What follows belongs to an exercise in optimizing a design on an open flow for small area and a short achievable clock period; a production flow would make more cautious choices. The RTL was checked by simulation tests, not by an equivalence proof against the original design.

===== design.v =====
module controller
(
	input  clk,
	input  [7:0] opcode,
	output jump_to_addr,
	output [3:0] alu_control,
	output rd_dmem, 	
	output wr_dmem 	
);
	assign jump_to_addr = (opcode == 8'h02) ? 1'b1 : 1'b0;
	assign alu_control = 	(opcode == 8'h03) ? (4'b0001) :
							(opcode == 8'h04) ? (4'b0010) :
							(opcode == 8'h05) ? (4'b0100) :
							(opcode == 8'h06) ? (4'b1000) : 4'b0000;
	assign rd_dmem = (opcode == 8'h00) ? 1'b1 : 1'b0;
	assign wr_dmem = (opcode == 8'h01) ? 1'b1 : 1'b0;
endmodule
module data_memory_control
(
	input  clk,
	input  rd_dmem, 	
	input  wr_dmem,
	input  [7:0] im_data,
	output [7:0] dm_abus
);
	assign dm_abus = 	(rd_dmem == 1'b1) ? im_data:
						(wr_dmem == 1'b1) ? im_data: 8'h00;
endmodule
module instruction_control
(
	input  clk,
	input  reset,
	output im_abus_valid,	
	output [7:0] im_abus_data,
	input  jump_to_addr,
	input  [7:0] im_data
);
	reg [7:0] PC;
	always @ (posedge clk or posedge reset)
	begin
		if (reset)
			PC <= 8'hFF;
		else if (jump_to_addr == 1'b1)
			PC <= im_data;
		else
			PC <= PC + 1'b1;
	end
	assign im_abus_valid = 1'b1;
	assign im_abus_data = PC;
endmodule
module alu
(
	input  clk,
	input  reset,
	input  [ 3:0] control, 
	input  [ 7:0] A,
	input  [ 7:0] B,
	output [15:0] Y
);
	reg [15:0] result;	
	always @ (posedge clk or posedge reset)
	begin
		if (reset)
			result <= 16'h0000;
		else
		case (control)
			4'b0001: result <= {8'h00, A + B};
			4'b0010: result <= {8'h00, A - B};
			4'b0100: result <= A * B;
			4'b1000: result <= (B == 8'h00) ? 16'h00FF : A / B;
		endcase
	end
	assign Y = result;
endmodule
module operation_module
(
	input  clk,
	input  reset,
	output im_abus_valid,	
	output [7:0] im_abus_data,
	input  [7:0] im_data,
	input  jump_to_addr,
	input  [3:0] alu_control,
	input  rd_dmem, 
	input  wr_dmem, 
	output [7:0] dm_abus,
	input  [7:0] dm_in_dbus,
	output [7:0] dm_out_dbus
);
	reg  rd_dmem_d;
	reg  rd_dmem_dd;
	reg  [15:0] AC;
	wire [15:0] Y;
	always @ (posedge clk or posedge reset)
	begin
		if (reset)
		begin
			rd_dmem_d <= 1'b0;
			rd_dmem_dd <= 1'b0;
			AC <= 16'h0000;
		end
		else
		begin
			rd_dmem_d <= rd_dmem;
			rd_dmem_dd <= rd_dmem_d;
			if (rd_dmem_d)
				AC [7:0] <= dm_in_dbus;
			else
				AC <= Y;
		end
	end
	assign dm_out_dbus = wr_dmem ? AC [7:0]: 8'h00;
	alu alu_inst
	(
		.clk(clk),
		.reset(reset),
		.control(alu_control),
		.A(AC [7:0]),
		.B(im_data),
		.Y(Y)
	);
	instruction_control instruction_control_inst
	(
		.clk(clk),
		.reset(reset),
		.im_abus_valid(im_abus_valid),
		.im_abus_data(im_abus_data),
		.jump_to_addr(jump_to_addr),
		.im_data
	);
	data_memory_control data_memory_control_inst
	(
		.clk(clk),
		.rd_dmem(rd_dmem),
		.wr_dmem(wr_dmem),
		.im_data(im_data),
		.dm_abus(dm_abus)
	);
endmodule
module simple_cpu_top
(
	input  clk,
	input  reset,
	output im_abus_valid,	
	output [ 7:0] im_abus_data,
	input  [15:0] im_dbus,
	output rd_mem,
	output wr_mem,
	output [7:0] dm_abus,
	input  [7:0] dm_in_dbus,
	output [7:0] dm_out_dbus
);
	wire [7:0] im_data;
	wire [7:0] opcode;
	wire jump_to_addr;
	wire [3:0] alu_control;
	wire rd_dmem;
	wire wr_dmem;
	assign im_data = im_dbus[7:0];
	assign opcode = im_dbus[15:8];	
	assign rd_mem = rd_dmem;
	assign wr_mem = wr_dmem;
	operation_module operation_module_inst
	(
		.clk(clk),
		.reset(reset),
		.im_abus_valid(im_abus_valid),
		.im_abus_data(im_abus_data),
		.im_data(im_data),
		.jump_to_addr(jump_to_addr),
		.alu_control(alu_control),
		.rd_dmem(rd_dmem),
		.wr_dmem(wr_dmem),
		.dm_abus(dm_abus),
		.dm_in_dbus(dm_in_dbus),
		.dm_out_dbus(dm_out_dbus)
	);
	controller controller_inst
	(
		.clk(clk),
		.opcode(opcode),
		.jump_to_addr(jump_to_addr),
		.alu_control(alu_control),
		.rd_dmem(rd_dmem),
		.wr_dmem(wr_dmem)
	);
endmodule

===== config.mk =====
export PLATFORM = sky130hd
export DESIGN_NAME = simple_cpu_top
export DESIGN_NICKNAME = simple_cpu_top
export VERILOG_FILES = /design/flow/design.v
export SDC_FILE = /design/flow/constraint.sdc
export NUM_CORES = 4
export LEC_CHECK = 0
export CAP_MARGIN = 20
export CORE_MARGIN = 2
export CORE_UTILIZATION = 40
export SLEW_MARGIN = 20

===== run.sh =====
#!/bin/bash
# synth_recipe.tcl (not shown) runs the flow's synth.tcl, then flattens the netlist and writes it again
# the make line also repeats each setting of config.mk as NAME=value (left out here)
make -C /OpenROAD-flow-scripts/flow DESIGN_CONFIG=/design/flow/config.mk WORK_HOME=/design/flow/orfs CLKGATE_MAP_FILE= SYNTH_SCRIPT=/design/flow/synth_recipe.tcl finish

===== constraint.sdc =====
create_clock -name core_clock -period 34.0 [get_ports {clk}]
set_input_delay 6.8000 -clock core_clock [delete_from_list [all_inputs] [get_ports {clk}]]
set_output_delay 6.8000 -clock core_clock [all_outputs]
set_load 0.01 [all_outputs]

==> flow_metrics.env <==
export IMPL_outcome="finished clean"
export IMPL_drv_cap=0
export IMPL_ys_warn_count=3
export IMPL_synthFlopType="dfrtp_1"
export IMPL_max_slew_margin_pct=44.1
export IMPL_cts_clk_slew_worst_paths_ns=0.07
export IMPL_period_minus_slack_ns=33.50
export IMPL_grt_max_degree=26
export IMPL_slowest_stage="or4_4"
export IMPL_rr_startpoint="operation_module_inst.AC[4]$_DFF_PP0_"
export IMPL_post_drt_wl_per_cell_um=17.3
export IMPL_grt_pass1_vias=8285
export IMPL_ys_async_sr_fraction_pct=100
export IMPL_num_rows=52
export IMPL_wl_um=27200
export IMPL_crit_arrival_ns=33.63
export IMPL_critPathLaunchType="input port"
export IMPL_cts_sinks=25
export IMPL_route_detailed_drc=0
export IMPL_place_hpwl_um=20000
export IMPL_hold_start="operation_module_inst.alu_inst.result[6]$_DFFE_PP0P_"
export IMPL_cpMostUsedCell="o21a_1"
export IMPL_dp_cells=1482
export IMPL_min_period_over_period_pct=98.5
export IMPL_start_util_pct=40.7
export IMPL_cp_max_fo=7
export IMPL_grt_pass1_wl_um=41800
export IMPL_setup_viol_count_final=0
export IMPL_multi_input_area_um2=7890
export IMPL_cts_buffers=3
export IMPL_ys_types=89
export IMPL_synth_edf_count=0
export IMPL_ant_nets=0
export IMPL_critPathCaptureType="register"
export IMPL_netlist_instances=1103
export IMPL_n_antenna_cell=0
export IMPL_layout_drive_gt1_share_pct=26.9
export IMPL_clock_fmax_mhz=29.9
export IMPL_hp_class="reg -> reg"
export IMPL_regArea_um2=636
export IMPL_via_per_inst=5.67
export IMPL_critPathRequiredTime_ns=34.14
export IMPL_hold_buffers=0
export IMPL_report_final_slew_viol_count=0
export IMPL_io_pin_count=53
export IMPL_min_path_cells=1
export IMPL_fin_util_pct=54.3
export IMPL_fp_dieH_um=147
export IMPL_ys_seq_area_share_pct=7.74
export IMPL_dp_slack_ns=-0.769
export IMPL_nFillCells=1928
export IMPL_slowest_delay_ns=0.56
export IMPL_core_um2=20200
export IMPL_num_vias=8893
export IMPL_area_growth_syn_to_layout_pct=33.4
export IMPL_synth_seq_cells=25
export IMPL_final_nets=1468
export IMPL_gp_congestion=0.892
export IMPL_fin_worst_skew_ns=0.00636
export IMPL_min_to="operation_module_inst.alu_inst.result[6]$_DFFE_PP0P_"
export IMPL_hold_viol_final=0
export IMPL_worst_slew_pin_slew_ns=0.832
export IMPL_drtPass1Iterations=5
export IMPL_cts_root_buf="clkbuf_16"
export IMPL_cts_tree="done"
export IMPL_synth_area_um2=8210
export IMPL_clkLatencyLatePin_ns=0.27
export IMPL_drt_iter0_drc=500
export IMPL_ctsHtreeMaxLevel=1
export IMPL_path_class="in -> reg"
export IMPL_setup_ws_ns=0.504
export IMPL_r2r_end="operation_module_inst.alu_inst.result[0]$_DFFE_PP0P_"
export IMPL_globalRoute_totalOverflow=0
export IMPL_rrSetupSlack_ns=14.27
export IMPL_rr_worst_depth=104
export IMPL_numPortBuffers=51
export IMPL_grtUsageTotal_pct=23.5
export IMPL_whs_ns=0.503
export IMPL_grt_setup_unrepaired="yes"
export IMPL_die_area_um2=21700
export IMPL_dieWidth_um=147
export IMPL_antenna_found_initial=0
export IMPL_clockBufferDepth=2
export IMPL_avgSynthCellArea_um2=7.44
export IMPL_instances_no_fill=1569
export IMPL_setup_tns_ns=0
[cell type report]
type / instances / share of cell area (%)
inverters: 57 / 2.06
flip-flops and latches: 25 / 5.80
clock buffers: 4 / 0.720
multi-input cells: 996 / 72.0
well taps: 270 / 3.08
repair buffers: 217 / 16.3
[per-stage QoR]
| stage | instance area [µm²] |
|---|---|
| after global routing | 11000 |
| after detailed placement | 9700 |
| after CTS | 10000 |
| after floorplan | 8380 |
| final | 11000 |
| after global placement | 9700 |
[repair_timing]
action | CTS | global route
endpoints found under the setup margin | 1 | 2
setup buffers | 24 | 58
resized for setup | 15 | 115
pin swaps | 10 | 108
[state kept, by name, indices dropped and copies added (netlist names)]
| name | count |
|---|---|
| operation_module_inst.AC | 8 |
| operation_module_inst.alu_inst.result | 8 |
| operation_module_inst.instruction_control_inst.PC | 8 |
| operation_module_inst.rd_dmem_d | 1 |
[logic make-up (layout without fill, tap and decap cells)]
logic type | after synthesis | in the layout | share of synthesized area, %
adder cells (fa/ha/maj) | 143 | 143 | 22.9
flip-flops | 25 | 25 | 7.74
multiplexers | 42 | 42 | 5.58
buffers and inverters | 89 | 278 | 4.43
XOR/XNOR | 73 | 73 | 7.79
other | 2 | 9 | 0.0915
AND/OR/NAND/NOR | 425 | 425 | 26.0
AO/OA/AOI/OAI | 304 | 304 | 25.4
[worst max-delay path, delay by kind of cell]
kind                     cells  cell delay (ns)
multiplexers                 7             1.62
adder cells (fa/ha/maj)     15             4.09
AND/OR/NAND/NOR             40             7.08
AO/OA/AOI/OAI               75            13.03
buffers and inverters        4             0.94
[placed cells by master (no fill, tap or decap), types with 8 or more instances in the layout]
cell,n
nor2_1,109
ha_1,113
o211ai_1,10
nor2b_1,8
nor4_1,15
mux2_2,27
nor3_1,36
o21a_1,36
conb_1,9
buf_4,161
or3_1,14
dfstp_2,8
clkdlybuf4s50_1,46
o21ai_1,14
a21oi_2,18
o31ai_1,18
xor2_1,26
nand3_1,23
nand2b_1,18
inv_1,53
dfrtp_1,17
o21ai_0,38
ha_4,13
and3_1,21
nand2_1,86
mux2i_1,10
xnor2_1,46
and2_1,13
fa_1,13
a21o_1,21
a21oi_1,52
[worst max path at each step]
stage               startpoint                                              endpoint  slack, ns
floorplan           im_dbus[0]  operation_module_inst.alu_inst.result[0]$_DFFE_PP0P_      0.006
global placement    im_dbus[0]  operation_module_inst.alu_inst.result[0]$_DFFE_PP0P_      -0.38
detailed placement  im_dbus[0]  operation_module_inst.alu_inst.result[0]$_DFFE_PP0P_      -0.77
CTS                 im_dbus[0]  operation_module_inst.alu_inst.result[0]$_DFFE_PP0P_      0.008
global route        im_dbus[0]  operation_module_inst.alu_inst.result[0]$_DFFE_PP0P_      -0.72
finish              im_dbus[4]  operation_module_inst.alu_inst.result[0]$_DFFE_PP0P_       0.50
[cells in the mapped netlist (4+ instances only)]
library cell / instances / share of area [%]
a211oi_1: 6 / 0.55
a21boi_0: 4 / 0.37
a21o_1: 22 / 2.0
a21oi_1: 73 / 4.4
a22oi_1: 6 / 0.55
a31o_2: 4 / 0.43
a31oi_1: 7 / 0.53
and2_1: 15 / 1.1
and3_1: 22 / 1.7
clkbuf_1: 24 / 1.1
dfrtp_1: 17 / 5.2
dfstp_2: 8 / 2.6
fa_1: 13 / 3.2
ha_1: 129 / 20
inv_1: 55 / 2.5
mux2_2: 29 / 4.0
mux2i_1: 12 / 1.5
nand2_1: 92 / 4.2
nand2b_1: 21 / 1.6
nand3_1: 24 / 1.5
nand3b_1: 4 / 0.37
nand4_1: 5 / 0.38
nor2_1: 122 / 5.6
nor2b_1: 10 / 0.76
nor3_1: 40 / 2.4
nor3b_1: 7 / 0.64
nor4_1: 15 / 1.1
o211ai_1: 10 / 0.91
o21a_1: 36 / 3.3
o21ai_0: 52 / 3.2
o21ai_1: 8 / 0.49
o22a_1: 7 / 0.75
o22ai_1: 5 / 0.38
o31ai_1: 20 / 1.8
or2_2: 9 / 0.69
or3_1: 15 / 1.1
or4_1: 6 / 0.55
xnor2_1: 46 / 4.9
xor2_1: 27 / 2.9
[per-layer routing]
layer / vias up / GRT usage [%] / routed length (µm)
li1: 4435 / - / -
met4: 0 / 4.81 / 435
met2: 245 / 41.0 / 12800
met1: 4176 / 32.1 / 12700
met5: - / 0 / 0
met3: 37 / 1.37 / 1190

[separate check: timing with driven ports]
How much do the figures lean on ideal ports? The routed layout below was timed once more, with nothing changed but the port constraints.
Step 1, drivers: a clkbuf_16 drives clk and a buf_2 each remaining input, both assumed.
Step 2 times the ports against the registers' clock, not the clock port: input delays grow and output delays shrink by t, the midpoint of the rising clock arrivals with the driver on.
a / b / c = no drivers / after step 1 / after step 2; a / b = the first two.
t (ns): 0.299
setup WS [ns]: 0.504 / 0.515 / 0.216
worst setup path after step 2: input to register
slew at the worst register clock pin (ns): 0.07 / 0.07
pins driven straight from the clock port: 1
After both steps setup and hold are still met in this run. The setup slack of this run moves by +0.011 ns with the drivers and by -0.288 ns with both steps.
